This design comes from an exercise in tuning for small area, a short achievable clock period and few clock cycles per item on the open sky130 flow, not from production work. At most, simulation tests tie the RTL to the original design; equivalence was not proved. Only the layout flow was run in runs 2 and 3; the RTL was not checked for function there. No activity file was given, so power comes from the tool's default toggle rates.

===== flow/design.v =====
module divide(clk, rst, new_inp, dvdend, len_a, dvsor, len_b, quotient, remainder, count_add, count_sub, done);
	input clk;
	input rst;
	input new_inp;
	input [31:0] dvdend, dvsor;
	input [4:0] len_a, len_b;
	output [31:0] quotient, remainder;
	output reg done;
	output reg [4:0] count_add, count_sub;
	reg [30:0] q;       
	reg [30:0] r;       
	reg z;              
	reg [30:0] h;       
	reg [3:0] m;        
	wire [5:0] sd = {1'b0, len_a} - {1'b0, len_b};
	wire bz = (dvsor[30:0] == 31'd0);
	wire lt = sd[5];
	wire [33:0] xa = {3'b000, r};
	wire [33:0] xb = ~{3'b000, h};
	wire [33:0] xc = ~{2'b00, h, 1'b0};
	wire [33:0] cs_s = xa ^ xb ^ xc;
	wire [33:0] cs_c = {(xa[32:0] & xb[32:0]) | (xa[32:0] & xc[32:0]) | (xb[32:0] & xc[32:0]), 1'b1};
	wire [31:0] a1_a = {1'b0,r};
	wire [31:0] a1_b = ~{1'b0,h};
	wire [31:0] a1_p = a1_a ^ a1_b;
	wire [31:0] a1_g = a1_a & a1_b;
	wire a1_gc = a1_g[0] | a1_p[0];
	wire a1_n1_g = a1_g[1] | (a1_p[1] & a1_gc);
	wire a1_n2_g = a1_g[3] | (a1_p[3] & a1_g[2]);
	wire a1_n2_p = a1_p[3] & a1_p[2];
	wire a1_n3_g = a1_g[5] | (a1_p[5] & a1_g[4]);
	wire a1_n3_p = a1_p[5] & a1_p[4];
	wire a1_n4_g = a1_g[7] | (a1_p[7] & a1_g[6]);
	wire a1_n4_p = a1_p[7] & a1_p[6];
	wire a1_n5_g = a1_g[9] | (a1_p[9] & a1_g[8]);
	wire a1_n5_p = a1_p[9] & a1_p[8];
	wire a1_n6_g = a1_g[11] | (a1_p[11] & a1_g[10]);
	wire a1_n6_p = a1_p[11] & a1_p[10];
	wire a1_n7_g = a1_g[13] | (a1_p[13] & a1_g[12]);
	wire a1_n7_p = a1_p[13] & a1_p[12];
	wire a1_n8_g = a1_g[15] | (a1_p[15] & a1_g[14]);
	wire a1_n8_p = a1_p[15] & a1_p[14];
	wire a1_n9_g = a1_g[17] | (a1_p[17] & a1_g[16]);
	wire a1_n9_p = a1_p[17] & a1_p[16];
	wire a1_n10_g = a1_g[19] | (a1_p[19] & a1_g[18]);
	wire a1_n10_p = a1_p[19] & a1_p[18];
	wire a1_n11_g = a1_g[21] | (a1_p[21] & a1_g[20]);
	wire a1_n11_p = a1_p[21] & a1_p[20];
	wire a1_n12_g = a1_g[23] | (a1_p[23] & a1_g[22]);
	wire a1_n12_p = a1_p[23] & a1_p[22];
	wire a1_n13_g = a1_g[25] | (a1_p[25] & a1_g[24]);
	wire a1_n13_p = a1_p[25] & a1_p[24];
	wire a1_n14_g = a1_g[27] | (a1_p[27] & a1_g[26]);
	wire a1_n14_p = a1_p[27] & a1_p[26];
	wire a1_n15_g = a1_g[29] | (a1_p[29] & a1_g[28]);
	wire a1_n15_p = a1_p[29] & a1_p[28];
	wire a1_n16_g = a1_g[31] | (a1_p[31] & a1_g[30]);
	wire a1_n16_p = a1_p[31] & a1_p[30];
	wire a1_n17_g = a1_n2_g | (a1_n2_p & a1_n1_g);
	wire a1_n18_g = a1_n4_g | (a1_n4_p & a1_n3_g);
	wire a1_n18_p = a1_n4_p & a1_n3_p;
	wire a1_n19_g = a1_n6_g | (a1_n6_p & a1_n5_g);
	wire a1_n19_p = a1_n6_p & a1_n5_p;
	wire a1_n20_g = a1_n8_g | (a1_n8_p & a1_n7_g);
	wire a1_n20_p = a1_n8_p & a1_n7_p;
	wire a1_n21_g = a1_n10_g | (a1_n10_p & a1_n9_g);
	wire a1_n21_p = a1_n10_p & a1_n9_p;
	wire a1_n22_g = a1_n12_g | (a1_n12_p & a1_n11_g);
	wire a1_n22_p = a1_n12_p & a1_n11_p;
	wire a1_n23_g = a1_n14_g | (a1_n14_p & a1_n13_g);
	wire a1_n23_p = a1_n14_p & a1_n13_p;
	wire a1_n24_g = a1_n16_g | (a1_n16_p & a1_n15_g);
	wire a1_n24_p = a1_n16_p & a1_n15_p;
	wire a1_n25_g = a1_n18_g | (a1_n18_p & a1_n17_g);
	wire a1_n26_g = a1_n20_g | (a1_n20_p & a1_n19_g);
	wire a1_n26_p = a1_n20_p & a1_n19_p;
	wire a1_n27_g = a1_n22_g | (a1_n22_p & a1_n21_g);
	wire a1_n27_p = a1_n22_p & a1_n21_p;
	wire a1_n28_g = a1_n24_g | (a1_n24_p & a1_n23_g);
	wire a1_n28_p = a1_n24_p & a1_n23_p;
	wire a1_n29_g = a1_n26_g | (a1_n26_p & a1_n25_g);
	wire a1_n30_g = a1_n28_g | (a1_n28_p & a1_n27_g);
	wire a1_n30_p = a1_n28_p & a1_n27_p;
	wire a1_n31_g = a1_n30_g | (a1_n30_p & a1_n29_g);
	wire a1_n32_g = a1_n27_g | (a1_n27_p & a1_n29_g);
	wire a1_n33_g = a1_n19_g | (a1_n19_p & a1_n25_g);
	wire a1_n34_g = a1_n21_g | (a1_n21_p & a1_n29_g);
	wire a1_n35_g = a1_n23_g | (a1_n23_p & a1_n32_g);
	wire a1_n36_g = a1_n3_g | (a1_n3_p & a1_n17_g);
	wire a1_n37_g = a1_n5_g | (a1_n5_p & a1_n25_g);
	wire a1_n38_g = a1_n7_g | (a1_n7_p & a1_n33_g);
	wire a1_n39_g = a1_n9_g | (a1_n9_p & a1_n29_g);
	wire a1_n40_g = a1_n11_g | (a1_n11_p & a1_n34_g);
	wire a1_n41_g = a1_n13_g | (a1_n13_p & a1_n32_g);
	wire a1_n42_g = a1_n15_g | (a1_n15_p & a1_n35_g);
	wire a1_n43_g = a1_g[2] | (a1_p[2] & a1_n1_g);
	wire a1_n44_g = a1_g[4] | (a1_p[4] & a1_n17_g);
	wire a1_n45_g = a1_g[6] | (a1_p[6] & a1_n36_g);
	wire a1_n46_g = a1_g[8] | (a1_p[8] & a1_n25_g);
	wire a1_n47_g = a1_g[10] | (a1_p[10] & a1_n37_g);
	wire a1_n48_g = a1_g[12] | (a1_p[12] & a1_n33_g);
	wire a1_n49_g = a1_g[14] | (a1_p[14] & a1_n38_g);
	wire a1_n50_g = a1_g[16] | (a1_p[16] & a1_n29_g);
	wire a1_n51_g = a1_g[18] | (a1_p[18] & a1_n39_g);
	wire a1_n52_g = a1_g[20] | (a1_p[20] & a1_n34_g);
	wire a1_n53_g = a1_g[22] | (a1_p[22] & a1_n40_g);
	wire a1_n54_g = a1_g[24] | (a1_p[24] & a1_n32_g);
	wire a1_n55_g = a1_g[26] | (a1_p[26] & a1_n41_g);
	wire a1_n56_g = a1_g[28] | (a1_p[28] & a1_n35_g);
	wire a1_n57_g = a1_g[30] | (a1_p[30] & a1_n42_g);
	wire [32:0] a1_c = {a1_n31_g, a1_n57_g, a1_n42_g, a1_n56_g, a1_n35_g, a1_n55_g, a1_n41_g, a1_n54_g, a1_n32_g, a1_n53_g, a1_n40_g, a1_n52_g, a1_n34_g, a1_n51_g, a1_n39_g, a1_n50_g, a1_n29_g, a1_n49_g, a1_n38_g, a1_n48_g, a1_n33_g, a1_n47_g, a1_n37_g, a1_n46_g, a1_n25_g, a1_n45_g, a1_n36_g, a1_n44_g, a1_n17_g, a1_n43_g, a1_n1_g, a1_gc, 1'b1};
	wire [31:0] a1_s = a1_p ^ a1_c[31:0];
	wire a1_co = a1_c[32];
	wire [31:0] a2_a = {1'b0,r};
	wire [31:0] a2_b = ~{h,1'b0};
	wire [31:0] a2_p = a2_a ^ a2_b;
	wire [31:0] a2_g = a2_a & a2_b;
	wire a2_gc = a2_g[0] | a2_p[0];
	wire a2_n1_g = a2_g[1] | (a2_p[1] & a2_gc);
	wire a2_n2_g = a2_g[3] | (a2_p[3] & a2_g[2]);
	wire a2_n2_p = a2_p[3] & a2_p[2];
	wire a2_n3_g = a2_g[5] | (a2_p[5] & a2_g[4]);
	wire a2_n3_p = a2_p[5] & a2_p[4];
	wire a2_n4_g = a2_g[7] | (a2_p[7] & a2_g[6]);
	wire a2_n4_p = a2_p[7] & a2_p[6];
	wire a2_n5_g = a2_g[9] | (a2_p[9] & a2_g[8]);
	wire a2_n5_p = a2_p[9] & a2_p[8];
	wire a2_n6_g = a2_g[11] | (a2_p[11] & a2_g[10]);
	wire a2_n6_p = a2_p[11] & a2_p[10];
	wire a2_n7_g = a2_g[13] | (a2_p[13] & a2_g[12]);
	wire a2_n7_p = a2_p[13] & a2_p[12];
	wire a2_n8_g = a2_g[15] | (a2_p[15] & a2_g[14]);
	wire a2_n8_p = a2_p[15] & a2_p[14];
	wire a2_n9_g = a2_g[17] | (a2_p[17] & a2_g[16]);
	wire a2_n9_p = a2_p[17] & a2_p[16];
	wire a2_n10_g = a2_g[19] | (a2_p[19] & a2_g[18]);
	wire a2_n10_p = a2_p[19] & a2_p[18];
	wire a2_n11_g = a2_g[21] | (a2_p[21] & a2_g[20]);
	wire a2_n11_p = a2_p[21] & a2_p[20];
	wire a2_n12_g = a2_g[23] | (a2_p[23] & a2_g[22]);
	wire a2_n12_p = a2_p[23] & a2_p[22];
	wire a2_n13_g = a2_g[25] | (a2_p[25] & a2_g[24]);
	wire a2_n13_p = a2_p[25] & a2_p[24];
	wire a2_n14_g = a2_g[27] | (a2_p[27] & a2_g[26]);
	wire a2_n14_p = a2_p[27] & a2_p[26];
	wire a2_n15_g = a2_g[29] | (a2_p[29] & a2_g[28]);
	wire a2_n15_p = a2_p[29] & a2_p[28];
	wire a2_n16_g = a2_g[31] | (a2_p[31] & a2_g[30]);
	wire a2_n16_p = a2_p[31] & a2_p[30];
	wire a2_n17_g = a2_n2_g | (a2_n2_p & a2_n1_g);
	wire a2_n18_g = a2_n4_g | (a2_n4_p & a2_n3_g);
	wire a2_n18_p = a2_n4_p & a2_n3_p;
	wire a2_n19_g = a2_n6_g | (a2_n6_p & a2_n5_g);
	wire a2_n19_p = a2_n6_p & a2_n5_p;
	wire a2_n20_g = a2_n8_g | (a2_n8_p & a2_n7_g);
	wire a2_n20_p = a2_n8_p & a2_n7_p;
	wire a2_n21_g = a2_n10_g | (a2_n10_p & a2_n9_g);
	wire a2_n21_p = a2_n10_p & a2_n9_p;
	wire a2_n22_g = a2_n12_g | (a2_n12_p & a2_n11_g);
	wire a2_n22_p = a2_n12_p & a2_n11_p;
	wire a2_n23_g = a2_n14_g | (a2_n14_p & a2_n13_g);
	wire a2_n23_p = a2_n14_p & a2_n13_p;
	wire a2_n24_g = a2_n16_g | (a2_n16_p & a2_n15_g);
	wire a2_n24_p = a2_n16_p & a2_n15_p;
	wire a2_n25_g = a2_n18_g | (a2_n18_p & a2_n17_g);
	wire a2_n26_g = a2_n20_g | (a2_n20_p & a2_n19_g);
	wire a2_n26_p = a2_n20_p & a2_n19_p;
	wire a2_n27_g = a2_n22_g | (a2_n22_p & a2_n21_g);
	wire a2_n27_p = a2_n22_p & a2_n21_p;
	wire a2_n28_g = a2_n24_g | (a2_n24_p & a2_n23_g);
	wire a2_n28_p = a2_n24_p & a2_n23_p;
	wire a2_n29_g = a2_n26_g | (a2_n26_p & a2_n25_g);
	wire a2_n30_g = a2_n28_g | (a2_n28_p & a2_n27_g);
	wire a2_n30_p = a2_n28_p & a2_n27_p;
	wire a2_n31_g = a2_n30_g | (a2_n30_p & a2_n29_g);
	wire a2_n32_g = a2_n27_g | (a2_n27_p & a2_n29_g);
	wire a2_n33_g = a2_n19_g | (a2_n19_p & a2_n25_g);
	wire a2_n34_g = a2_n21_g | (a2_n21_p & a2_n29_g);
	wire a2_n35_g = a2_n23_g | (a2_n23_p & a2_n32_g);
	wire a2_n36_g = a2_n3_g | (a2_n3_p & a2_n17_g);
	wire a2_n37_g = a2_n5_g | (a2_n5_p & a2_n25_g);
	wire a2_n38_g = a2_n7_g | (a2_n7_p & a2_n33_g);
	wire a2_n39_g = a2_n9_g | (a2_n9_p & a2_n29_g);
	wire a2_n40_g = a2_n11_g | (a2_n11_p & a2_n34_g);
	wire a2_n41_g = a2_n13_g | (a2_n13_p & a2_n32_g);
	wire a2_n42_g = a2_n15_g | (a2_n15_p & a2_n35_g);
	wire a2_n43_g = a2_g[2] | (a2_p[2] & a2_n1_g);
	wire a2_n44_g = a2_g[4] | (a2_p[4] & a2_n17_g);
	wire a2_n45_g = a2_g[6] | (a2_p[6] & a2_n36_g);
	wire a2_n46_g = a2_g[8] | (a2_p[8] & a2_n25_g);
	wire a2_n47_g = a2_g[10] | (a2_p[10] & a2_n37_g);
	wire a2_n48_g = a2_g[12] | (a2_p[12] & a2_n33_g);
	wire a2_n49_g = a2_g[14] | (a2_p[14] & a2_n38_g);
	wire a2_n50_g = a2_g[16] | (a2_p[16] & a2_n29_g);
	wire a2_n51_g = a2_g[18] | (a2_p[18] & a2_n39_g);
	wire a2_n52_g = a2_g[20] | (a2_p[20] & a2_n34_g);
	wire a2_n53_g = a2_g[22] | (a2_p[22] & a2_n40_g);
	wire a2_n54_g = a2_g[24] | (a2_p[24] & a2_n32_g);
	wire a2_n55_g = a2_g[26] | (a2_p[26] & a2_n41_g);
	wire a2_n56_g = a2_g[28] | (a2_p[28] & a2_n35_g);
	wire a2_n57_g = a2_g[30] | (a2_p[30] & a2_n42_g);
	wire [32:0] a2_c = {a2_n31_g, a2_n57_g, a2_n42_g, a2_n56_g, a2_n35_g, a2_n55_g, a2_n41_g, a2_n54_g, a2_n32_g, a2_n53_g, a2_n40_g, a2_n52_g, a2_n34_g, a2_n51_g, a2_n39_g, a2_n50_g, a2_n29_g, a2_n49_g, a2_n38_g, a2_n48_g, a2_n33_g, a2_n47_g, a2_n37_g, a2_n46_g, a2_n25_g, a2_n45_g, a2_n36_g, a2_n44_g, a2_n17_g, a2_n43_g, a2_n1_g, a2_gc, 1'b1};
	wire [31:0] a2_s = a2_p ^ a2_c[31:0];
	wire a2_co = a2_c[32];
	wire [33:0] a3_a = cs_s;
	wire [33:0] a3_b = cs_c;
	wire [33:0] a3_p = a3_a ^ a3_b;
	wire [33:0] a3_g = a3_a & a3_b;
	wire a3_gc = a3_g[0] | a3_p[0];
	wire a3_n1_g = a3_g[1] | (a3_p[1] & a3_gc);
	wire a3_n2_g = a3_g[3] | (a3_p[3] & a3_g[2]);
	wire a3_n2_p = a3_p[3] & a3_p[2];
	wire a3_n3_g = a3_g[5] | (a3_p[5] & a3_g[4]);
	wire a3_n3_p = a3_p[5] & a3_p[4];
	wire a3_n4_g = a3_g[7] | (a3_p[7] & a3_g[6]);
	wire a3_n4_p = a3_p[7] & a3_p[6];
	wire a3_n5_g = a3_g[9] | (a3_p[9] & a3_g[8]);
	wire a3_n5_p = a3_p[9] & a3_p[8];
	wire a3_n6_g = a3_g[11] | (a3_p[11] & a3_g[10]);
	wire a3_n6_p = a3_p[11] & a3_p[10];
	wire a3_n7_g = a3_g[13] | (a3_p[13] & a3_g[12]);
	wire a3_n7_p = a3_p[13] & a3_p[12];
	wire a3_n8_g = a3_g[15] | (a3_p[15] & a3_g[14]);
	wire a3_n8_p = a3_p[15] & a3_p[14];
	wire a3_n9_g = a3_g[17] | (a3_p[17] & a3_g[16]);
	wire a3_n9_p = a3_p[17] & a3_p[16];
	wire a3_n10_g = a3_g[19] | (a3_p[19] & a3_g[18]);
	wire a3_n10_p = a3_p[19] & a3_p[18];
	wire a3_n11_g = a3_g[21] | (a3_p[21] & a3_g[20]);
	wire a3_n11_p = a3_p[21] & a3_p[20];
	wire a3_n12_g = a3_g[23] | (a3_p[23] & a3_g[22]);
	wire a3_n12_p = a3_p[23] & a3_p[22];
	wire a3_n13_g = a3_g[25] | (a3_p[25] & a3_g[24]);
	wire a3_n13_p = a3_p[25] & a3_p[24];
	wire a3_n14_g = a3_g[27] | (a3_p[27] & a3_g[26]);
	wire a3_n14_p = a3_p[27] & a3_p[26];
	wire a3_n15_g = a3_g[29] | (a3_p[29] & a3_g[28]);
	wire a3_n15_p = a3_p[29] & a3_p[28];
	wire a3_n16_g = a3_g[31] | (a3_p[31] & a3_g[30]);
	wire a3_n16_p = a3_p[31] & a3_p[30];
	wire a3_n17_g = a3_g[33] | (a3_p[33] & a3_g[32]);
	wire a3_n17_p = a3_p[33] & a3_p[32];
	wire a3_n18_g = a3_n2_g | (a3_n2_p & a3_n1_g);
	wire a3_n19_g = a3_n4_g | (a3_n4_p & a3_n3_g);
	wire a3_n19_p = a3_n4_p & a3_n3_p;
	wire a3_n20_g = a3_n6_g | (a3_n6_p & a3_n5_g);
	wire a3_n20_p = a3_n6_p & a3_n5_p;
	wire a3_n21_g = a3_n8_g | (a3_n8_p & a3_n7_g);
	wire a3_n21_p = a3_n8_p & a3_n7_p;
	wire a3_n22_g = a3_n10_g | (a3_n10_p & a3_n9_g);
	wire a3_n22_p = a3_n10_p & a3_n9_p;
	wire a3_n23_g = a3_n12_g | (a3_n12_p & a3_n11_g);
	wire a3_n23_p = a3_n12_p & a3_n11_p;
	wire a3_n24_g = a3_n14_g | (a3_n14_p & a3_n13_g);
	wire a3_n24_p = a3_n14_p & a3_n13_p;
	wire a3_n25_g = a3_n16_g | (a3_n16_p & a3_n15_g);
	wire a3_n25_p = a3_n16_p & a3_n15_p;
	wire a3_n26_g = a3_n19_g | (a3_n19_p & a3_n18_g);
	wire a3_n27_g = a3_n21_g | (a3_n21_p & a3_n20_g);
	wire a3_n27_p = a3_n21_p & a3_n20_p;
	wire a3_n28_g = a3_n23_g | (a3_n23_p & a3_n22_g);
	wire a3_n28_p = a3_n23_p & a3_n22_p;
	wire a3_n29_g = a3_n25_g | (a3_n25_p & a3_n24_g);
	wire a3_n29_p = a3_n25_p & a3_n24_p;
	wire a3_n30_g = a3_n27_g | (a3_n27_p & a3_n26_g);
	wire a3_n31_g = a3_n29_g | (a3_n29_p & a3_n28_g);
	wire a3_n31_p = a3_n29_p & a3_n28_p;
	wire a3_n32_g = a3_n31_g | (a3_n31_p & a3_n30_g);
	wire a3_n33_g = a3_n28_g | (a3_n28_p & a3_n30_g);
	wire a3_n34_g = a3_n20_g | (a3_n20_p & a3_n26_g);
	wire a3_n35_g = a3_n22_g | (a3_n22_p & a3_n30_g);
	wire a3_n36_g = a3_n24_g | (a3_n24_p & a3_n33_g);
	wire a3_n37_g = a3_n3_g | (a3_n3_p & a3_n18_g);
	wire a3_n38_g = a3_n5_g | (a3_n5_p & a3_n26_g);
	wire a3_n39_g = a3_n7_g | (a3_n7_p & a3_n34_g);
	wire a3_n40_g = a3_n9_g | (a3_n9_p & a3_n30_g);
	wire a3_n41_g = a3_n11_g | (a3_n11_p & a3_n35_g);
	wire a3_n42_g = a3_n13_g | (a3_n13_p & a3_n33_g);
	wire a3_n43_g = a3_n15_g | (a3_n15_p & a3_n36_g);
	wire a3_n44_g = a3_n17_g | (a3_n17_p & a3_n32_g);
	wire a3_n45_g = a3_g[2] | (a3_p[2] & a3_n1_g);
	wire a3_n46_g = a3_g[4] | (a3_p[4] & a3_n18_g);
	wire a3_n47_g = a3_g[6] | (a3_p[6] & a3_n37_g);
	wire a3_n48_g = a3_g[8] | (a3_p[8] & a3_n26_g);
	wire a3_n49_g = a3_g[10] | (a3_p[10] & a3_n38_g);
	wire a3_n50_g = a3_g[12] | (a3_p[12] & a3_n34_g);
	wire a3_n51_g = a3_g[14] | (a3_p[14] & a3_n39_g);
	wire a3_n52_g = a3_g[16] | (a3_p[16] & a3_n30_g);
	wire a3_n53_g = a3_g[18] | (a3_p[18] & a3_n40_g);
	wire a3_n54_g = a3_g[20] | (a3_p[20] & a3_n35_g);
	wire a3_n55_g = a3_g[22] | (a3_p[22] & a3_n41_g);
	wire a3_n56_g = a3_g[24] | (a3_p[24] & a3_n33_g);
	wire a3_n57_g = a3_g[26] | (a3_p[26] & a3_n42_g);
	wire a3_n58_g = a3_g[28] | (a3_p[28] & a3_n36_g);
	wire a3_n59_g = a3_g[30] | (a3_p[30] & a3_n43_g);
	wire a3_n60_g = a3_g[32] | (a3_p[32] & a3_n32_g);
	wire [34:0] a3_c = {a3_n44_g, a3_n60_g, a3_n32_g, a3_n59_g, a3_n43_g, a3_n58_g, a3_n36_g, a3_n57_g, a3_n42_g, a3_n56_g, a3_n33_g, a3_n55_g, a3_n41_g, a3_n54_g, a3_n35_g, a3_n53_g, a3_n40_g, a3_n52_g, a3_n30_g, a3_n51_g, a3_n39_g, a3_n50_g, a3_n34_g, a3_n49_g, a3_n38_g, a3_n48_g, a3_n26_g, a3_n47_g, a3_n37_g, a3_n46_g, a3_n18_g, a3_n45_g, a3_n1_g, a3_gc, 1'b1};
	wire [33:0] a3_s = a3_p ^ a3_c[33:0];
	wire a3_co = a3_c[34];
	wire c1 = a1_co;    
	wire c2 = a2_co;    
	wire c3 = a3_co;    
	wire d1 = c2;
	wire d0 = c3 | (c1 & ~c2);
	wire [30:0] rn = c3 ? a3_s[30:0] : c2 ? a2_s[30:0] : a1_s[30:0];
	wire last = (m == 4'd0);
	wire start = done & new_inp;
	assign quotient = {z, q};
	assign remainder = {z, r};
	always @(posedge clk) begin
		if (rst)
			done <= 1'b1;
		else if (start)
			done <= bz | lt;
		else if (!done)
			done <= last;
	end
	always @(posedge clk) begin
		if (done) begin
			h <= dvsor[30:0] << {sd[4:1], 1'b0};
			m <= sd[4:1];
		end else begin
			h <= h >> 2;
			m <= m - 4'd1;
		end
	end
	always @(posedge clk) begin
		if (start) begin
			r <= dvdend[30:0] | {31{bz}};
			q <= {31{bz}};
			z <= bz;
			count_add <= (bz | lt | sd[0]) ? 5'd0 : 5'd31;
			count_sub <= (bz | lt) ? 5'd0 : 5'd1;
		end else if (!done) begin
			if (c1)
				r <= rn;
			q <= {q[28:0], d1, d0};
			count_add <= count_add + {4'd0, ~d1} + {4'd0, ~d0};
			count_sub <= count_sub + {4'd0, d1} + {4'd0, d0 & ~last};
		end
	end
endmodule

===== flow/flow/run.sh =====
#!/bin/bash
# The standard layout (standard.sh: ORFS synthesis and every layout step
# unchanged) with two library choices added to config.mk:
#  - full and half adder cells are not used, so Yosys leaves adders to abc
#    as plain gates (faster than the fa/ha cells);
#  - buffer_ports inserts plain buf_1 port buffers (sized up later by the
#    repair steps where needed) instead of the delay cells it picks by default.
# Make's full output, with every tool's, goes to flow.log; ORFS also keeps
# each step's log under orfs/logs.
set -euo pipefail
cat >> config.mk <<'EOC'
export DONT_USE_CELLS = sky130_fd_sc_hd__fa_1 sky130_fd_sc_hd__fa_2 sky130_fd_sc_hd__fa_4 sky130_fd_sc_hd__ha_1 sky130_fd_sc_hd__ha_2 sky130_fd_sc_hd__ha_4
export BUFFER_PORTS_ARGS = -buffer_cell sky130_fd_sc_hd__buf_1
EOC
bash standard.sh finish > flow.log 2>&1

===== flow/standard.sh =====
#!/bin/bash
# synth_recipe.tcl (not shown) runs the flow's synth.tcl, then flattens the netlist and writes it again
# the make line also repeats each setting of config.mk as NAME=value (left out here)
make -C /OpenROAD-flow-scripts/flow DESIGN_CONFIG=/design/flow/config.mk WORK_HOME=/design/flow/orfs CLKGATE_MAP_FILE= SYNTH_SCRIPT=/design/flow/synth_recipe.tcl "${@:-finish}"

===== flow/config.mk =====
export PLATFORM = sky130hd
export DESIGN_NAME = divide
export DESIGN_NICKNAME = divide
export VERILOG_FILES = /design/flow/design.v
export SDC_FILE = /design/flow/constraint.sdc
export NUM_CORES = 4
export LEC_CHECK = 0
export ABC_AREA = 1
export CAP_MARGIN = 20
export CORE_MARGIN = 2
export CORE_UTILIZATION = 40
export SETUP_SLACK_MARGIN = 2.7
export SLEW_MARGIN = 20
export DONT_USE_CELLS = sky130_fd_sc_hd__fa_1 sky130_fd_sc_hd__fa_2 sky130_fd_sc_hd__fa_4 sky130_fd_sc_hd__ha_1 sky130_fd_sc_hd__ha_2 sky130_fd_sc_hd__ha_4
export BUFFER_PORTS_ARGS = -buffer_cell sky130_fd_sc_hd__buf_1

===== flow/constraint.sdc =====
create_clock -name core_clock -period 6.0 [get_ports {clk}]
set_input_delay 1.2000 -clock core_clock [delete_from_list [all_inputs] [get_ports {clk}]]
set_output_delay 1.2000 -clock core_clock [all_outputs]
set_load 0.01 [all_outputs]

==> impl_metrics.toml, run 1 <==
[setup_path]
worstPathRequired_ns = 6.25
r2r_cells = 16
crit_path_frequent_cell = "nand2_1"
path_cells = "buf_1 -> inv_1 -> or2_1 -> nand3_1 -> nand2_1 -> and3_1 -> nor2_1 -> buf_6 -> clkinvlp_4 -> nand2_1 -> o21ai_0 -> a21oi_1 -> nand2_1 -> nand3_1 -> o21ai_0"
start_kind = "input port"
cp.arrival_ns = 3.39
crit_type = "in2reg"
cp.depth = 15
end_kind = "register"
cpPeakStageDelay_ns = 0.37
path_max_fanout = 13
worst-path-buf-inv = 4
critical_path.top_delay_family = "simple AND/OR/NAND/NOR gates"
slowest_stage = "a21oi_1"

[sta]
tightest_slew_ns = 1.01
hold_viol_final = 0
finalCritPeriodShare = 0.524
finClkSkew_ns = 0.0216
whs_ns = 0.487
period_needed_ns = 3.15
relSlewSlack = 0.328
finalSetupViolCount = 0
fmax_ghz = 0.318
finalSetupTns_ns = 0
rsz0062_at_grt = "yes"
drv_slew = 0

[die]
core_sq_um = 26200
rows = 59
initial_core_util = 0.409
chipWidth_um = 168
io_pins = 152
die_area_sq_um = 28100
die_height_um = 168

[route]
vias = 12000
ant_nets = 0
vias_per_cell = 5.21
wl_per_cell_um = 14.8
dr.pass1.iters = 8
drt-total-wl_mm = 34.1
drtIter0Drc = 919
drc = 0

[layout]
fillCellCount = 2776
nets = 2038
antenna_cells = 0
syn2layout_area_growth_pct = 12.6
drive_above_1_share = 0.0875

[grt]
overflow = 0
grt_max_degree = 53
track_usage = 0.238
grt_pass1_vias = 10600
antenna_found_initial = 0
grt_pass1_wl_mm = 54.2

[clock_network]
insertion_delay_ns = 0.38
htree_levels = 3
cts-buffers-inserted = 9
clock_path_buffers = 2
clock-sinks = 109
cts_tree = "done"
hold_buffers = 0
cts.reportedPaths.clkPinSlew_ns = 0.09
cts-root-buf = "clkbuf_16"

[yosys]
ys_seq_area_frac = 0.272
synthXorXnorAreaFrac = 0.0319
ys_async_sr_fraction = 0
synthCells = 1830
synth-compound-area-share = 0.157
synth_top_area_cell = "nand2_1"
synthSimpleGateAreaFrac = 0.437
syn_avg_cell_area_sq_um = 5.85
synthFlopType = "edfxtp_1"
yosys.area.top_type_share = 0.245
synthAdderAreaFrac = 0
synth_warnings = 1
synth_cell_types = 53
synth_fp_nets = 1907
synth_seq_cells = 109
synth_edf_count = 73
yosysMostFrequentCell = "nand2_1"
synth_top_family_by_area = "simple AND/OR/NAND/NOR gates"
syn-cell-area_sq_um = 10700
synth_area_leaders = "nand2_1 25%, edfxtp_1 20%, nand3_1 8.4%"
synthMuxAreaShare = 0.00561
ys_top_cells_by_count = "700 x nand2_1, 180 x nand3_1, 164 x inv_1"

[pwr]
peakVddDrop_v = 0.000253
p_leak_nw = 6.12
power.density_nw_per_um2 = 637

[outcome]
status = "no timing/DRC/antenna violations"

[placed_design]
gp_congestion = 0.931
port_buffers = 149
dp.final_hpwl_mm = 25.3

[min_path]
min_path_cells = 2
hold_class = "reg2reg"

[run]
max_cap_viol_count = 0
area by class of cell:
| cell class | count | area (sq um) | area share |
|---|---|---|---|
| clock buffer | 9 | 225 | 0.0187 |
| timing repair inverter | 3 | 22.5 | 0.00187 |
| multi-input combinational | 1454 | 6830 | 0.566 |
| clock inverter | 7 | 101 | 0.00840 |
| sequential | 109 | 2910 | 0.242 |
| timing repair buffer | 167 | 712 | 0.0590 |
| inverter | 217 | 836 | 0.0693 |
| tap | 335 | 419 | 0.0348 |
metal layers:
metal	wire length [um]	track usage	share of wire
met4	512	0.0639	0.015
met2	14800	0.366	0.43
met3	2270	0.0378	0.067
met1	16600	0.345	0.49
met5	0	0	0
stage by stage:
step                      area (sq um)  instances  utilization  power, mW  setup slack, ns
after CTS                        11900       2287        0.454       7.52             2.68
after detailed placement         11500       2269        0.440       6.81             1.88
after global placement           11500       2269        0.440       6.73             1.90
final                            12100       2301        0.460       7.69             2.85
after floorplan                  10700       1830            -       5.55             2.96
after global routing             12100       2301        0.460       8.55             2.69
report_power, final:
group	total, mW	internal, mW	switching (mW)
registers	1.45	1.15	0.302
logic	5.56	1.87	3.69
clock network	0.678	0.310	0.367
total	7.69	3.33	4.36
worst register-to-register path, stage by stage (launching register included):
cell and delay (ns):
edfxtp_1 0.51, buf_4 0.19, buf_4 0.12, xnor2_1 0.27, nand2_1 0.09, inv_1 0.09, nand4_1 0.14, o21ai_4 0.30
nand2_1 0.08, nand2_1 0.23, nand2_1 0.09, nand2_1 0.09, nand2_1 0.09, nand2_1 0.07, o21ai_0 0.07, o21ai_1 0.23
a21oi_1 0.10
sequential cells by signal, indices dropped and copies added, names as in the netlist:
name / cells
count_add: 5
count_sub: 5
done: 1
h: 31
m: 4
q: 31
r: 31
z: 1
what timing repair did:
item                       4_1_cts  5_1_grt
gates resized for setup         12       23
setup endpoints to repair       66       79
buffers inserted                 1        9
hold endpoints to repair         0        0
pin swaps                        0        2
gates cloned                     1        5
logic make-up after synthesis:
family / after synthesis
flops: 109
mux: 6
simple gates: 1113
buf+inv: 269
xor+xnor: 39
compound gates: 294
layout by cell type, fill, tap and decap left out, drive strengths merged, types with 2 or more instances in the layout:
master / Yosys / routed
a211oi: 2 / 2
o22ai: 20 / 20
clkinv: 3 / 6
o21ai: 138 / 138
dfxtp: 36 / 36
xor2: 23 / 23
nand4: 8 / 8
o31ai: 2 / 2
xnor2: 16 / 16
o211ai: 13 / 13
or2: 13 / 13
a31oi: 19 / 19
nor3: 4 / 4
a21oi: 76 / 76
nand3b: 2 / 2
nor4: 10 / 10
nor2: 148 / 148
o221ai: 2 / 2
o21bai: 2 / 2
clkbuf: 36 / 9
clkinvlp: 0 / 4
inv: 214 / 217
mux2i: 6 / 6
a21boi: 13 / 13
buf: 16 / 167
edfxtp: 73 / 73
a21o: 3 / 3
nand3: 187 / 187
nand2: 738 / 740
final timing paths:
kind | startpoint | end | slack (ns)
max reg2reg | r[12] | r[28] | 2.98
min | m[2] | m[2] | 0.49
min reg2reg | m[2] | m[2] | 0.49
max | len_a[1] | h[24] | 2.85
Testbench counts, summed over its fixed seeds: cycles 21,027, items 4,000.
==> run 2: changes to the inputs <==
--- a/flow/design.v
+++ b/flow/design.v
@@ -16,4 +16,9 @@
 	wire bz = (dvsor[30:0] == 31'd0);
 	wire lt = sd[5];
+	wire [3:0] fs = len_a[4:1] - len_b[4:1] - {3'd0, len_b[0] & ~len_a[0]};
+	wire [30:0] sh1 = fs[0] ? {dvsor[28:0], 2'b00} : dvsor[30:0];
+	wire [30:0] sh2 = fs[1] ? {sh1[26:0], 4'h0} : sh1;
+	wire [30:0] sh3 = fs[2] ? {sh2[22:0], 8'h00} : sh2;
+	wire [30:0] h0 = fs[3] ? {sh3[14:0], 16'h0000} : sh3;
 	wire [33:0] xa = {3'b000, r};
 	wire [33:0] xb = ~{3'b000, h};
@@ -318,5 +323,5 @@
 	always @(posedge clk) begin
 		if (done) begin
-			h <= dvsor[30:0] << {sd[4:1], 1'b0};
+			h <= h0;
 			m <= sd[4:1];
 		end else begin
--- a/flow/config.mk
+++ b/flow/config.mk
@@ -10,5 +10,5 @@
 export CORE_MARGIN = 2
 export CORE_UTILIZATION = 40
-export SETUP_SLACK_MARGIN = 2.7
+export SETUP_SLACK_MARGIN = 2.8
 export SLEW_MARGIN = 20
 export DONT_USE_CELLS = sky130_fd_sc_hd__fa_1 sky130_fd_sc_hd__fa_2 sky130_fd_sc_hd__fa_4 sky130_fd_sc_hd__ha_1 sky130_fd_sc_hd__ha_2 sky130_fd_sc_hd__ha_4
==> run 2 against run 1 <==
  * Routed wire length fell by 0.50%
  * Cell area up 0.47%
  * Largest cell class unchanged
  * Fmax grew 3.6%
==> impl_metrics.toml, run 2 <==
[clock_network]
cts-root-buf = "clkbuf_16"
clock-sinks = 109
clock_path_buffers = 2
insertion_delay_ns = 0.38
cts.reportedPaths.clkPinSlew_ns = 0.09
htree_levels = 3
cts_tree = "done"
cts-buffers-inserted = 9

[route]
wl_per_cell_um = 14.8
drtIter0Drc = 841
vias = 11900
vias_per_cell = 5.18
dr.pass1.iters = 22
ant_nets = 0
drc = 0
drt-total-wl_mm = 33.9

[layout]
layout_commonest_cell = "nand2_1"
reg_top3 = "h x31, q x31, r x31"
drive_above_1_share = 0.0962
fillCellCount = 2862
antenna_cells = 0
nets = 2026
syn2layout_area_growth_pct = 13.6
seq_area_sq_um = 2920
fin_util = 0.464
layout_common_cells = "611 x nand2_1, 210 x nor2_1, 166 x inv_1"
multi_input_area_sq_um = 6800

[pwr]
power.density_nw_per_um2 = 669
p_clk_frac = 0.082
pwr-share-seq = 0.183
pwr-share-comb = 0.734
switching_share = 0.573
peakVddDrop_v = 0.000245
p_leak_nw = 5.94
total_power_mw = 8.11
internal_power_mw = 3.47
p_sw_mw = 4.64

[sta]
fmax_ghz = 0.330
period_needed_ns = 3.03
drv_slew = 0
tightest_slew_ns = 0.988
finalSetupViolCount = 0
finClkSkew_ns = 0.0123
hold_viol_final = 0
finalCritPeriodShare = 0.506
postLayoutSetupSlackWorst_ns = 2.97
finalSetupTns_ns = 0
relSlewSlack = 0.341
rsz0062_at_grt = "yes"

[min_path]
holdCritStartpoint = "m[1]"
whs_endpoint = "m[1]"
min_path_cells = 2
hold_class = "reg2reg"

[die]
core_sq_um = 26100
io_pins = 152
die_area_sq_um = 28000
initial_core_util = 0.408
rows = 59
die_height_um = 167
chipWidth_um = 167

[yosys]
syn-cell-area_sq_um = 10700
synthFlopType = "edfxtp_1"
synth_seq_cells = 109
synthCells = 1808
yosys.area.top_type_share = 0.216
ys_seq_area_frac = 0.273
synthXorXnorAreaFrac = 0.0327
synth_top_area_cell = "nand2_1"
synth_cell_types = 49
synth_fp_nets = 1885
synth_area_leaders = "nand2_1 22%, edfxtp_1 21%, nor2_1 7.5%"
syn_avg_cell_area_sq_um = 5.90
ys_async_sr_fraction = 0
ys_top_cells_by_count = "614 x nand2_1, 213 x nor2_1, 171 x inv_1"
synth-compound-area-share = 0.170
synthMuxAreaShare = 0.00281
synthSimpleGateAreaFrac = 0.423
yosysMostFrequentCell = "nand2_1"
synthAdderAreaFrac = 0
synth_warnings = 1
synth_edf_count = 73
synth_top_family_by_area = "simple AND/OR/NAND/NOR gates"

[setup_path]
rr_endpoint = "r[2]"
r2r_cells = 15
path_max_fanout = 39
start_kind = "input port"
path_cells = "buf_1 -> inv_1 -> nand2_1 -> inv_1 -> nor2_1 -> or2_2 -> nand2_8 -> clkinvlp_4 -> buf_4 -> nand2_1 -> o21ai_0 -> inv_1 -> o21ai_0 -> o21ai_0 -> o22ai_1"
worstPathRequired_ns = 6.24
crit_type = "in2reg"
cp.arrival_ns = 3.27
end_kind = "register"
r2r-start = "r[27]"
r2r_slack_ns = 2.98
slowest_stage = "o21ai_0"
cpPeakStageDelay_ns = 0.50

[placed_design]
dp.final_hpwl_mm = 25.5
pre_cts_ws_ns = 1.72
port_buffers = 149
gp_congestion = 0.909

[outcome]
status = "no timing/DRC/antenna violations"

[grt]
grt_pass1_vias = 10300
grt_pass1_wl_mm = 53.2
grt_max_degree = 42
overflow = 0
antenna_found_initial = 0
track_usage = 0.236

[run]
max_cap_viol_count = 0
run 2: worst max path at each step:
stage	slack, ns	end	cells past startpoint	from
after detailed placement	1.72	h[30]	13	len_b[1]
after floorplan	3.00	h[20]	15	len_b[1]
final	2.97	h[13]	15	len_b[1]
after global routing	2.73	h[23]	16	len_b[1]
after CTS	2.81	count_sub[4]	18	h[23]
after global placement	1.79	h[30]	13	len_b[1]
run 2: routing by layer:
| layer | track usage | routed length [um] |
|---|---|---|
| met3 | 0.0397 | 2350 |
| met1 | 0.347 | 16500 |
| met4 | 0.0469 | 416 |
| met5 | 0 | 0 |
| met2 | 0.366 | 14600 |
run 2: cell type report:
cell class / count / area share
clock inverters: 7 / 0.00795
clock buffers: 9 / 0.0186
multi-input cells: 1428 / 0.562
flip-flops and latches: 109 / 0.241
well taps: 335 / 0.0346
repair buffers: 177 / 0.0641
inverters: 221 / 0.0705
repair inverters: 3 / 0.00186
run 2: through the flow:
| stage | instances | instance area, sq um | hold slack (ns) |
|---|---|---|---|
| 2_1_floorplan | 1808 | 10700 | 0.449 |
| 3_3_place_gp | 2249 | 11500 | 0.469 |
| 3_5_place_dp | 2249 | 11500 | 0.476 |
| 4_1_cts | 2270 | 11900 | 0.488 |
| 5_1_grt | 2289 | 12100 | 0.514 |
| 6_report | 2289 | 12100 | 0.493 |
run 2: kinds of logic (layout without fill, tap and decap cells):
group,after synthesis,count (layout)
XOR/XNOR,39,39
AND/OR/NAND/NOR,1072,1073
flip-flops,109,109
multiplexers,3,3
buffers and inverters,273,417
AO/OA/AOI/OAI,312,313
run 2: critical path: cells and delay by family:
family | cells | cell delay [ns]
AND/OR/NAND/NOR | 5 | 0.68
buffers and inverters | 6 | 0.53
AO/OA/AOI/OAI | 4 | 0.86
run 2: timing repair:
item                                    CTS  global route
endpoints found under the setup margin   92            88
pin swaps                                 1             4
hold buffers                              0             0
gates resized for setup                  15            26
setup buffers                             1            18
cloned                                    4             1
run 2: power by group through the flow:
stage	clock network (mW)	logic, mW	registers, mW
final	0.668	5.95	1.49
after global routing	0.702	6.72	1.53
after CTS	0.676	5.76	1.49
after detailed placement	0	5.67	1.50
after global placement	0	5.59	1.50
after floorplan	0	4.40	1.47
==> run 3: changes to the inputs <==
--- a/flow/config.mk
+++ b/flow/config.mk
@@ -10,5 +10,5 @@
 export CORE_MARGIN = 2
 export CORE_UTILIZATION = 40
-export SETUP_SLACK_MARGIN = 2.8
+export SETUP_SLACK_MARGIN = 2.9
 export SLEW_MARGIN = 20
 export DONT_USE_CELLS = sky130_fd_sc_hd__fa_1 sky130_fd_sc_hd__fa_2 sky130_fd_sc_hd__fa_4 sky130_fd_sc_hd__ha_1 sky130_fd_sc_hd__ha_2 sky130_fd_sc_hd__ha_4
==> run 3 against run 2 <==
  * Fmax grew 2.4%
  * Flip-flop and latch count is the same
  * Cell area grew 1.8%
  * Area after synthesis is the same
  * Routed wire length grew 0.89%
  * Register-to-register slack gained 0.06 ns
  * Sequential power is essentially flat
  * Cell count grew 0.66%
  * Critical path depth shrank 1
  * First-iteration DRC count grew 4.8%
  * Critical endpoint is now r[2]
  * Non-clock buffer count grew 12
==> impl_metrics.toml, run 3 <==
[outcome]
status = "no timing/DRC/antenna violations"

[layout]
antenna_cells = 0
fin_util = 0.472
finish.instance_area_sq_um = 12300
drive_above_1_share = 0.114
layout_commonest_cell = "nand2_1"
syn2layout_area_growth_pct = 15.6
stdcell_count = 2304
layout_common_cells = "603 x nand2_1, 207 x nor2_1, 166 x inv_1"
nets = 2041
reg_top3 = "h x31, q x31, r x31"

[sta]
fmax_ghz = 0.337
finalSetupTns_ns = 0
finalCritPeriodShare = 0.494
hold_viol_final = 0
tightest_slew_ns = 0.983
whs_ns = 0.492
finClkSkew_ns = 0.0123
drv_slew = 0
rsz0062_at_grt = "yes"
postLayoutSetupSlackWorst_ns = 3.04
period_needed_ns = 2.96
relSlewSlack = 0.345
finalSetupViolCount = 0

[clock_network]
cts.reportedPaths.clkPinSlew_ns = 0.09
insertion_delay_ns = 0.38
cts-root-buf = "clkbuf_16"
hold_buffers = 0
cts_tree = "done"
clock_path_buffers = 2
htree_levels = 3
clock-sinks = 109
cts-buffers-inserted = 9

[yosys]
yosys.area.top_type_share = 0.216
synth_top_area_cell = "nand2_1"
synth_seq_cells = 109
ys_async_sr_fraction = 0
syn-cell-area_sq_um = 10700
yosysMostFrequentCell = "nand2_1"
synth_edf_count = 73
syn_avg_cell_area_sq_um = 5.90
ys_top_cells_by_count = "614 x nand2_1, 213 x nor2_1, 171 x inv_1"
synth_cell_types = 49
synth_area_leaders = "nand2_1 22%, edfxtp_1 21%, nor2_1 7.5%"
synthCells = 1808
synth_warnings = 1
ys_seq_area_frac = 0.273
synth_fp_nets = 1885
synthFlopType = "edfxtp_1"

[setup_path]
crit_path_start = "r[25]"
cp.arrival_ns = 3.10
r2r-start = "r[25]"
slowest_stage = "edfxtp_1"
worstPathRequired_ns = 6.13
start_kind = "register"
crit_path_frequent_cell = "nand2_1"
critical_path.top_delay_family = "compound AO/OA/AOI/OAI gates"
worst-path-buf-inv = 3
end_kind = "register"
cpPeakStageDelay_ns = 0.47
crit_type = "reg2reg"
path_max_fanout = 18
path_cells = "inv_1 -> nand2_1 -> nand2_1 -> o21ai_1 -> a21oi_1 -> inv_1 -> a21oi_1 -> nand2_1 -> a21oi_4 -> buf_4 -> nor2_1 -> a32o_1 -> o211ai_1 -> nand2_1"

[placed_design]
dp.final_hpwl_mm = 25.5
dpl_cell_area_sq_um = 11500
dp_cells = 2249
port_buffers = 149
gp_congestion = 0.909
pre_cts_ws_ns = 1.72

[die]
chipWidth_um = 167
die_height_um = 167
initial_core_util = 0.408
die_area_sq_um = 28000
rows = 59
core_sq_um = 26100
io_pins = 152

[grt]
antenna_found_initial = 0
grt_pass1_vias = 10400
track_usage = 0.239
overflow = 0
grt_pass1_wl_mm = 53.8
grt_max_degree = 42

[pwr]
p_leak_nw = 6.02
power.density_nw_per_um2 = 671
peakVddDrop_v = 0.000257
total_power_mw = 8.27

[route]
vias = 12000
drtIter0Drc = 881
wl_per_cell_um = 14.9
drc = 0
drt-total-wl_mm = 34.2
vias_per_cell = 5.22
ant_nets = 0
dr.pass1.iters = 16

[run]
max_cap_viol_count = 0

[min_path]
hold_class = "reg2reg"
holdCritStartpoint = "m[0]"
[run 3: cell counts after synthesis]
Identical to the previous run, type by type.
[run 3: area by class of cell]
| type | count | area (sq um) |
|---|---|---|
| Clock inverter | 7 | 96.3 |
| Multi-Input combinational cell | 1428 | 6900 |
| Clock buffer | 9 | 225 |
| Fill cell | 2847 | 13800 |
| Sequential cell | 109 | 2920 |
| Tap cell | 335 | 419 |
| Timing Repair inverter | 6 | 42.5 |
| Timing Repair Buffer | 189 | 867 |
| Inverter | 221 | 865 |
[run 3: final timing paths]
check / slack (ns) / cells after the start / end
worst max-delay path: 3.04 / 14 / r[2]
worst min-delay path: 0.49 / 1 / m[0]
worst max register to register: 3.04 / 14 / r[2]
worst min register to register: 0.49 / 1 / m[0]
[run 3: cell families after synthesis]
kind of cell,share of synthesized area
and+or+nand+nor,0.423
AOI/OAI and AO/OA,0.170
buffers and inverters,0.0988
DFF,0.273
xor gates and xnor gates,0.0327
muxes,0.00282
[run 3: report_power, final]
| part | internal [mW] | switching [mW] | total (mW) |
|---|---|---|---|
| combinational | 2.10 | 4.03 | 6.12 |
| sequential | 1.16 | 0.326 | 1.48 |
| clock | 0.307 | 0.360 | 0.667 |
[run 3: what timing repair did]
item                       4_1_cts  5_1_grt
gates resized for setup         20       61
pin swaps                        3        4
setup buffers                   11       20
cloned                           5        3
setup endpoints to repair       93       85
[run 3: layer usage]
layer	global-route usage	wire (um)	part of all wire
met2	0.372	14800	0.43
met1	0.349	16400	0.48
met3	0.0345	2480	0.072
met5	0	0	0
met4	0.0586	497	0.015

-- re-timing with driven ports --
In the flow no input, the clock included, has a driving cell. The finished layouts below were timed again as built, in two steps.
Step 1, drivers: a clkbuf_16 drives clk and a buf_2 each remaining input, both assumed.
Step 2 adds t to the input delays and takes it off the output delays; t is the mean of the earliest and latest rising clock arrival at the registers after step 1. Input paths then give back, and output paths get back, about the clock's delay inside the block.
Three values: ideal ports, drivers, drivers and shift; two values: the first two.
| run | shift t [ns] | slack for setup (ns) | clock arrival spread, ns | worst slew at a driven data input, ns | cell pins on the clock port's net |
|---|---|---|---|---|---|
| run 1 | 0.418 | 2.855 / 2.882 / 2.464 | 0.024 / 0.024 | 0.05 | 1 |
| run 2 | 0.421 | 2.965 / 2.978 / 2.575 | 0.017 / 0.016 | 0.05 | 1 |
| run 3 | 0.424 | 3.035 / 3.035 / 2.663 | 0.017 / 0.017 | 0.05 | 1 |
After both steps setup and hold are still met in every run listed. For run 1, which loses most, drivers alone change the setup slack by +0.027 ns; drivers and shift together by -0.391 ns.
